Background: an optimization exercise with open tools, aiming at small area, a short achievable clock period and few clock cycles. Do not read the settings as production practice. The RTL was checked by simulation tests, not by an equivalence proof against the original design. The clock input has no modelled driver; a real chip could not lean on it and would need a root buffer or a full tree. No activity file was given, so power comes from the tool's default toggle rates.

run 1:
==> flow/design.v (excerpt) <==
module linear_layer_with_mem #(
    parameter DATA_WIDTH    = 8,
    parameter W_WIDTH       = 8,
    parameter ACC_WIDTH     = 32,
    parameter ADDR_WIDTH    = 8,
    parameter DATABUS_WIDTH = 32,
    parameter N = 8,
    parameter M = 8
)(
    input  wire clk,
    input  wire rst,
    input  wire start,
    input  wire [ADDR_WIDTH-1:0] activ_base,
    input  wire [ADDR_WIDTH-1:0] weight_base,
    input  wire [ADDR_WIDTH-1:0] bias_base,
    input  wire [ADDR_WIDTH-1:0] output_base,
    output reg mem_w,
    output reg mem_sel,
    output reg done,
    output reg out_valid,
    output wire [ADDR_WIDTH-1:0]    address_bus,
    input  wire [DATABUS_WIDTH-1:0] data_bus_in,
    output wire [DATABUS_WIDTH-1:0] data_bus_out,
    input  wire                     ready
);
export LEC_CHECK = 0
export ABC_AREA = 1
export CAP_MARGIN = 20
export CORE_MARGIN = 2
export CORE_UTILIZATION = 65
export SLEW_MARGIN = 20
create_clock -name core_clock -period 11.0 [get_ports {clk}]
standard.sh (not shown) runs the stock make flow with config.mk's settings and CLKGATE_MAP_FILE= SYNTH_SCRIPT=/design/flow/synth_recipe.tcl, a recipe that flattens the netlist after the stock synthesis.
==> flow/flow/run.sh <==
#!/bin/bash
# Own layout flow: the standard ORFS flow (standard.sh; the synthesis is
# the standard one, run first on its own), with
#  - the make settings listed in flow/knobs.txt (one per line, @WORK@ stands
#    for the work folder): small port buffers and timing repair aimed past the
#    clock period;
#  - the clock tree built by flow/mycts.tcl instead of TritonCTS: the clock
#    port drives a few clkbuf_16 cells, each driving the flip-flops of one
#    region, all with the same number of buffers on the clock path. Only that
#    call in a copy of ORFS's cts.tcl is changed.
# Each tool's full output goes to its ORFS log under orfs/logs/; make's own
# output goes to flow_make_*.log in the work folder.
set -euo pipefail
args=()
while IFS= read -r line; do
  [[ -z "$line" || "$line" == \#* ]] && continue
  args+=("${line//@WORK@/$PWD}")
done < flow/knobs.txt
bash standard.sh "${args[@]}" synth > flow_make_synth.log 2>&1
rm -rf myscripts
cp -r "$FLOW_HOME/scripts" myscripts
python3 - <<'PY'
p = 'myscripts/cts.tcl'
s = open(p).read()
old = 'log_cmd clock_tree_synthesis {*}$cts_args'
assert s.count(old) == 1
s = s.replace(old, 'source $::env(MYCTS_TCL)\nmy_cts_auto')
open(p, 'w').write(s)
PY
bash standard.sh "${args[@]}" "SCRIPTS_DIR=$PWD/myscripts" "MYCTS_TCL=$PWD/flow/mycts.tcl" finish > flow_make_finish.log 2>&1
# every port keeps its own buffer
FINAL_ODB=orfs/results/$FLOW_PLATFORM/linear_layer_with_mem/base/6_final.odb openroad -no_init -exit flow/check_ports.tcl > flow_check_ports.log 2>&1
==> flow/flow/check_ports.tcl <==
# Fail unless every signal port but the clock connects to exactly one cell,
# a buffer (as the standard flow leaves them).
read_db $::env(FINAL_ODB)
set block [ord::get_db_block]
set bad {}
foreach bt [$block getBTerms] {
  set net [$bt getNet]
  if {[$net getSigType] eq "POWER" || [$net getSigType] eq "GROUND"} { continue }
  if {[$bt getName] eq "clk"} { continue }
  set its [$net getITerms]
  set ok [expr {[llength $its] == 1}]
  foreach it $its {
    if {![string match "*buf*" [[[$it getInst] getMaster] getName]]} { set ok 0 }
  }
  if {!$ok} { lappend bad [$bt getName] }
}
if {[llength $bad] > 0} {
  puts "check_ports: ports without their own buffer: $bad"
  exit 1
}
puts "check_ports: every port has its own buffer"
==> flow/flow/knobs.txt <==
BUFFER_PORTS_ARGS=-buffer_cell sky130_fd_sc_hd__buf_1
SETUP_SLACK_MARGIN=8.0
SKIP_BUFFER_REMOVAL=1
MYCTS_NR=4
MYCTS_NL=8
MYCTS_ROOT=sky130_fd_sc_hd__buf_8
MYCTS_LEAF=sky130_fd_sc_hd__clkbuf_16
POST_GLOBAL_PLACE_TCL=@WORK@/flow/post_gpl.tcl
OUTBUF_CELL=sky130_fd_sc_hd__buf_4
==> flow/flow/mycts.tcl <==
# Clock tree built by hand: the clock port drives NR root buffers; each root
# drives its share of NL leaf buffers; each leaf drives the flip-flops of
# one region. Regions come from a size-balanced k-means on the flip-flop
# positions. With NR = 0 the port drives the leaf buffers directly.
proc mycts_kmeans {pts k} {
  set n [llength $pts]
  set cap [expr {int(ceil(double($n) / $k))}]
  set cent {}
  set xs [lsort -real -index 0 $pts]
  for {set c 0} {$c < $k} {incr c} { lappend cent [lindex $xs [expr {int(($c + 0.5) * $n / $k)}]] }
  for {set iter 0} {$iter < 40} {incr iter} {
    # balanced assignment: points in order of their best-distance advantage
    set cand {}
    set idx 0
    foreach p $pts {
      set ds {}
      for {set c 0} {$c < $k} {incr c} {
        set q [lindex $cent $c]
        lappend ds [list $c [expr {abs([lindex $p 0]-[lindex $q 0]) + abs([lindex $p 1]-[lindex $q 1])}]]
      }
      set ds [lsort -real -index 1 $ds]
      set gap [expr {$k > 1 ? [lindex $ds 1 1] - [lindex $ds 0 1] : 0}]
      lappend cand [list $idx $gap $ds]
      incr idx
    }
    set cand [lsort -real -decreasing -index 1 $cand]
    set cnt [lrepeat $k 0]
    set asg [lrepeat $n 0]
    foreach cd $cand {
      foreach d [lindex $cd 2] {
        set c [lindex $d 0]
        if {[lindex $cnt $c] < $cap} {
          lset asg [lindex $cd 0] $c
          lset cnt $c [expr {[lindex $cnt $c] + 1}]
          break
        }
      }
    }
    set newc {}
    for {set c 0} {$c < $k} {incr c} {
      set xl {}; set yl {}
      foreach p $pts a $asg { if {$a == $c} { lappend xl [lindex $p 0]; lappend yl [lindex $p 1] } }
      if {[llength $xl] > 0} {
        set xl [lsort -real $xl]; set yl [lsort -real $yl]
        set m [expr {[llength $xl] / 2}]
        lappend newc [list [lindex $xl $m] [lindex $yl $m]]
      } else { lappend newc [lindex $cent $c] }
    }
    set cent $newc
  }
  return [list $asg $cent]
}

proc mycts_inst_center {inst} {
  set b [$inst getBBox]
  return [list [expr {([$b xMin]+[$b xMax])/2.0}] [expr {([$b yMin]+[$b yMax])/2.0}]]
}

proc mycts_add_buf {block master name innet x y} {
  set inst [odb::dbInst_create $block $master $name]
  set net [odb::dbNet_create $block "${name}_net"]
  $net setSigType CLOCK
  [$inst findITerm A] connect $innet
  [$inst findITerm X] connect $net
  # place with the cell centred on (x, y)
  set w [[$inst getMaster] getWidth]
  set h [[$inst getMaster] getHeight]
  $inst setLocation [expr {int($x - $w/2)}] [expr {int($y - $h/2)}]
  $inst setPlacementStatus PLACED
  return [list $inst $net]
}

proc my_cts {nr nl root_master leaf_master {clkname clk}} {
  set db [ord::get_db]
  set block [ord::get_db_block]
  set rm [$db findMaster $root_master]
  set lm [$db findMaster $leaf_master]
  set clknet [$block findNet $clkname]
  set sinks {}
  set pts {}
  foreach it [$clknet getITerms] {
    set inst [$it getInst]
    if {[[$inst getMaster] isSequential]} {
      lappend sinks $it
      lappend pts [mycts_inst_center $inst]
    }
  }
  lassign [mycts_kmeans $pts $nl] asg cent
  # roots
  set rootnets {}
  set rasg {}
  if {$nr > 0} {
    lassign [mycts_kmeans $cent $nr] rasg rcent
    for {set r 0} {$r < $nr} {incr r} {
      set q [lindex $rcent $r]
      lassign [mycts_add_buf $block $rm "mycts_root_$r" $clknet [lindex $q 0] [lindex $q 1]] inst net
      lappend rootnets $net
    }
  }
  for {set c 0} {$c < $nl} {incr c} {
    set q [lindex $cent $c]
    set innet $clknet
    if {$nr > 0} { set innet [lindex $rootnets [lindex $rasg $c]] }
    lassign [mycts_add_buf $block $lm "mycts_leaf_$c" $innet [lindex $q 0] [lindex $q 1]] inst net
    set cnt 0
    foreach it $sinks a $asg { if {$a == $c} { $it disconnect; $it connect $net; incr cnt } }
    puts "mycts: leaf $c at $q drives $cnt flip-flops"
  }
}

# Called from the patched cts.tcl in place of clock_tree_synthesis.
proc my_cts_auto {} {
  my_cts $::env(MYCTS_NR) $::env(MYCTS_NL) $::env(MYCTS_ROOT) $::env(MYCTS_LEAF)
}
==> flow/flow/post_gpl.tcl <==
# Resize the output ports' buffers (inserted by buffer_ports) to OUTBUF_CELL.
set block [ord::get_db_block]
set n 0
foreach bt [$block getBTerms] {
  if {[$bt getIoType] ne "OUTPUT"} { continue }
  foreach it [[$bt getNet] getITerms] {
    set inst [$it getInst]
    if {[string match "*buf*" [[$inst getMaster] getName]]} {
      replace_cell [get_cells [$inst getName]] $::env(OUTBUF_CELL)
      incr n
    }
  }
}
puts "post_gpl: $n output buffers are now $::env(OUTBUF_CELL)"
Testbench counts of run 1, summed over its fixed seeds: cycles 84,288.
What run 2 does differently from run 1 at the input level:
--- a/flow/flow/run.sh
+++ b/flow/flow/run.sh
@@ -8,3 +8,4 @@
-#    port drives a few clkbuf_16 cells, each driving the flip-flops of one
-#    region, all with the same number of buffers on the clock path. Only that
-#    call in a copy of ORFS's cts.tcl is changed.
+#    port drives a few root cells, each driving some of the leaf cells, each
+#    leaf driving the flip-flops of one region; every flip-flop has the same
+#    cells on its clock path (two inverters: the clock keeps its polarity).
+#    Only that call in a copy of ORFS's cts.tcl is changed.
==> flow/flow/knobs.txt <==
BUFFER_PORTS_ARGS=-buffer_cell sky130_fd_sc_hd__buf_1
SETUP_SLACK_MARGIN=8.15
SKIP_BUFFER_REMOVAL=1
MYCTS_NR=4
MYCTS_NL=8
MYCTS_ROOT=sky130_fd_sc_hd__clkinv_8
MYCTS_LEAF=sky130_fd_sc_hd__clkinv_8
--- a/flow/flow/mycts.tcl
+++ b/flow/flow/mycts.tcl
@@ -64 +64,3 @@
-  [$inst findITerm X] connect $net
+  set out [$inst findITerm X]
+  if {$out eq "NULL"} { set out [$inst findITerm Y] }
+  $out connect $net
removed: flow/flow/post_gpl.tcl
Results
- Run 2 | status: complete | timing, DRC, antenna: pass
- Power per standard cell area was lower in the run labelled run 2.
- Hold slack sits lower in run 2 than in run 1.
- Summary of run 2 over run 1: number of global-route vias before repair saw a decrease; inverter count of the layout excluding clock inverters increased by 12 relative to the old numbers.
Input-level comparison between run 3 and run 2:
--- a/flow/flow/knobs.txt
+++ b/flow/flow/knobs.txt
@@ -2 +2 @@
-SETUP_SLACK_MARGIN=8.15
+SETUP_SLACK_MARGIN=8.05
Notes after the runs:
Cell area after placement: run 2 vs run 3 — no meaningful difference. Per the comparison of run 3 with run 2, switching share of power lower, ratio of final minimum period to clock period about even, total power per unit cell area up 3.5 nW/µm², combinational power went down about 8%. In run 3 the total wire length turned out 1100 µm lower than in run 2. Diff run 2 -> run 3: final standard cell count with taps included and fillers excluded now sits lower, combined flip-flop and latch cell area now sits lower.
### run 3 -> run 4
- removing ABC_AREA (formerly 1)
--- a/flow/flow/run.sh
+++ b/flow/flow/run.sh
@@ -8,4 +8,3 @@
-#    port drives a few root cells, each driving some of the leaf cells, each
-#    leaf driving the flip-flops of one region; every flip-flop has the same
-#    cells on its clock path (two inverters: the clock keeps its polarity).
-#    Only that call in a copy of ORFS's cts.tcl is changed.
+#    port drives a few clkbuf_16 cells, each driving the flip-flops of one
+#    region, all with the same number of buffers on the clock path. Only that
+#    call in a copy of ORFS's cts.tcl is changed.
@@ -32,2 +30,0 @@
-# every port keeps its own buffer
-FINAL_ODB=orfs/results/$FLOW_PLATFORM/linear_layer_with_mem/base/6_final.odb openroad -no_init -exit flow/check_ports.tcl > flow_check_ports.log 2>&1
==> flow/flow/knobs.txt <==
BUFFER_PORTS_ARGS=-inputs -buffer_cell sky130_fd_sc_hd__buf_1
SETUP_SLACK_MARGIN=8.0
MYCTS_NR=4
MYCTS_NL=8
MYCTS_ROOT=sky130_fd_sc_hd__buf_8
MYCTS_LEAF=sky130_fd_sc_hd__clkbuf_16
PRE_GLOBAL_PLACE_TCL=@WORK@/flow/pre_gpl.tcl
--- a/flow/flow/mycts.tcl
+++ b/flow/flow/mycts.tcl
@@ -64,3 +64 @@
-  set out [$inst findITerm X]
-  if {$out eq "NULL"} { set out [$inst findITerm Y] }
-  $out connect $net
+  [$inst findITerm X] connect $net
==> flow/flow/pre_gpl.tcl (new file) <==
buffer_ports -outputs -buffer_cell sky130_fd_sc_hd__buf_2
removed: flow/flow/check_ports.tcl
Results
Run 4 went all the way through the flow, and no timing, DRC or antenna check failed.
On wire length, run 4 does better than run 3.
Run 4: global-route total usage across every layer is 2.4 points lower than what run 3 reported.
Run 4 vs. run 3: highest attainable clock frequency now smaller, sequential power increased by 87% relative to the old numbers, combinational power went up, post-synthesis compound-gate area fraction higher, final area stayed essentially flat.
Worst setup path endpoint = done: run 3; worst setup path endpoint = data_bus_out[21]: run 4
Comparing run 4 and run 3, the lower worst hold slack after final layout is on run 3.
Modified inputs, run 5 compared to run 4
- putting ABC_AREA at 1 where nothing was set
--- a/flow/flow/knobs.txt
+++ b/flow/flow/knobs.txt
@@ -2 +2 @@
-SETUP_SLACK_MARGIN=8.0
+SETUP_SLACK_MARGIN=7.9
@@ -6 +6 @@
-MYCTS_LEAF=sky130_fd_sc_hd__clkbuf_16
+MYCTS_LEAF=sky130_fd_sc_hd__clkbuf_8
--- outcome ---
Changes observed in run 5 relative to run 4: wire length higher; total power consumption of the routed design lower; setup slack higher. Run 5 vs run 4 — transition at the pin with the smallest max-transition slack dropped 0.0038 ns.
No run of this note takes its clock network from TritonCTS; it comes from the design's own scripts or RTL.

==> static timing again, ports no longer ideal <==
The results above use ideal ports. As a check the final layouts listed here were re-extracted and re-timed, cells and wires unchanged.
Step 1 (the two cells are an assumption about what drives the block):
set clk [get_ports {clk}]
set_driving_cell -lib_cell sky130_fd_sc_hd__clkbuf_16 $clk
set_driving_cell -lib_cell sky130_fd_sc_hd__buf_2 [delete_from_list [all_inputs] $clk]
Step 2 times the ports against the registers' clock, not the clock port: input delays grow and output delays shrink by t, the midpoint of the rising clock arrivals with the driver on.
Three values: ideal ports, drivers, drivers and shift; two values: the first two.
run	shift t [ns]	setup WS [ns]	clock arrival spread, ns	worst slew at a driven data input, ns	pins driven straight from the clock port
run 1	0.338	8.003 / 7.916 / 7.928	0.015 / 0.015	0.05	4
run 2	0.279	8.095 / 7.990 / 7.910	0.014 / 0.015	0.06	4
run 3	0.286	8.094 / 7.944 / 7.940	0.019 / 0.020	0.06	4
run 4	0.327	8.029 / 7.955 / 7.913	0.031 / 0.031	0.04	4
run 5	0.350	8.034 / 7.942 / 7.911	0.030 / 0.030	0.04	4
After both steps setup and hold are still met in every run listed. For run 2, which loses most, drivers alone change the setup slack by -0.105 ns; drivers and shift together by -0.185 ns.
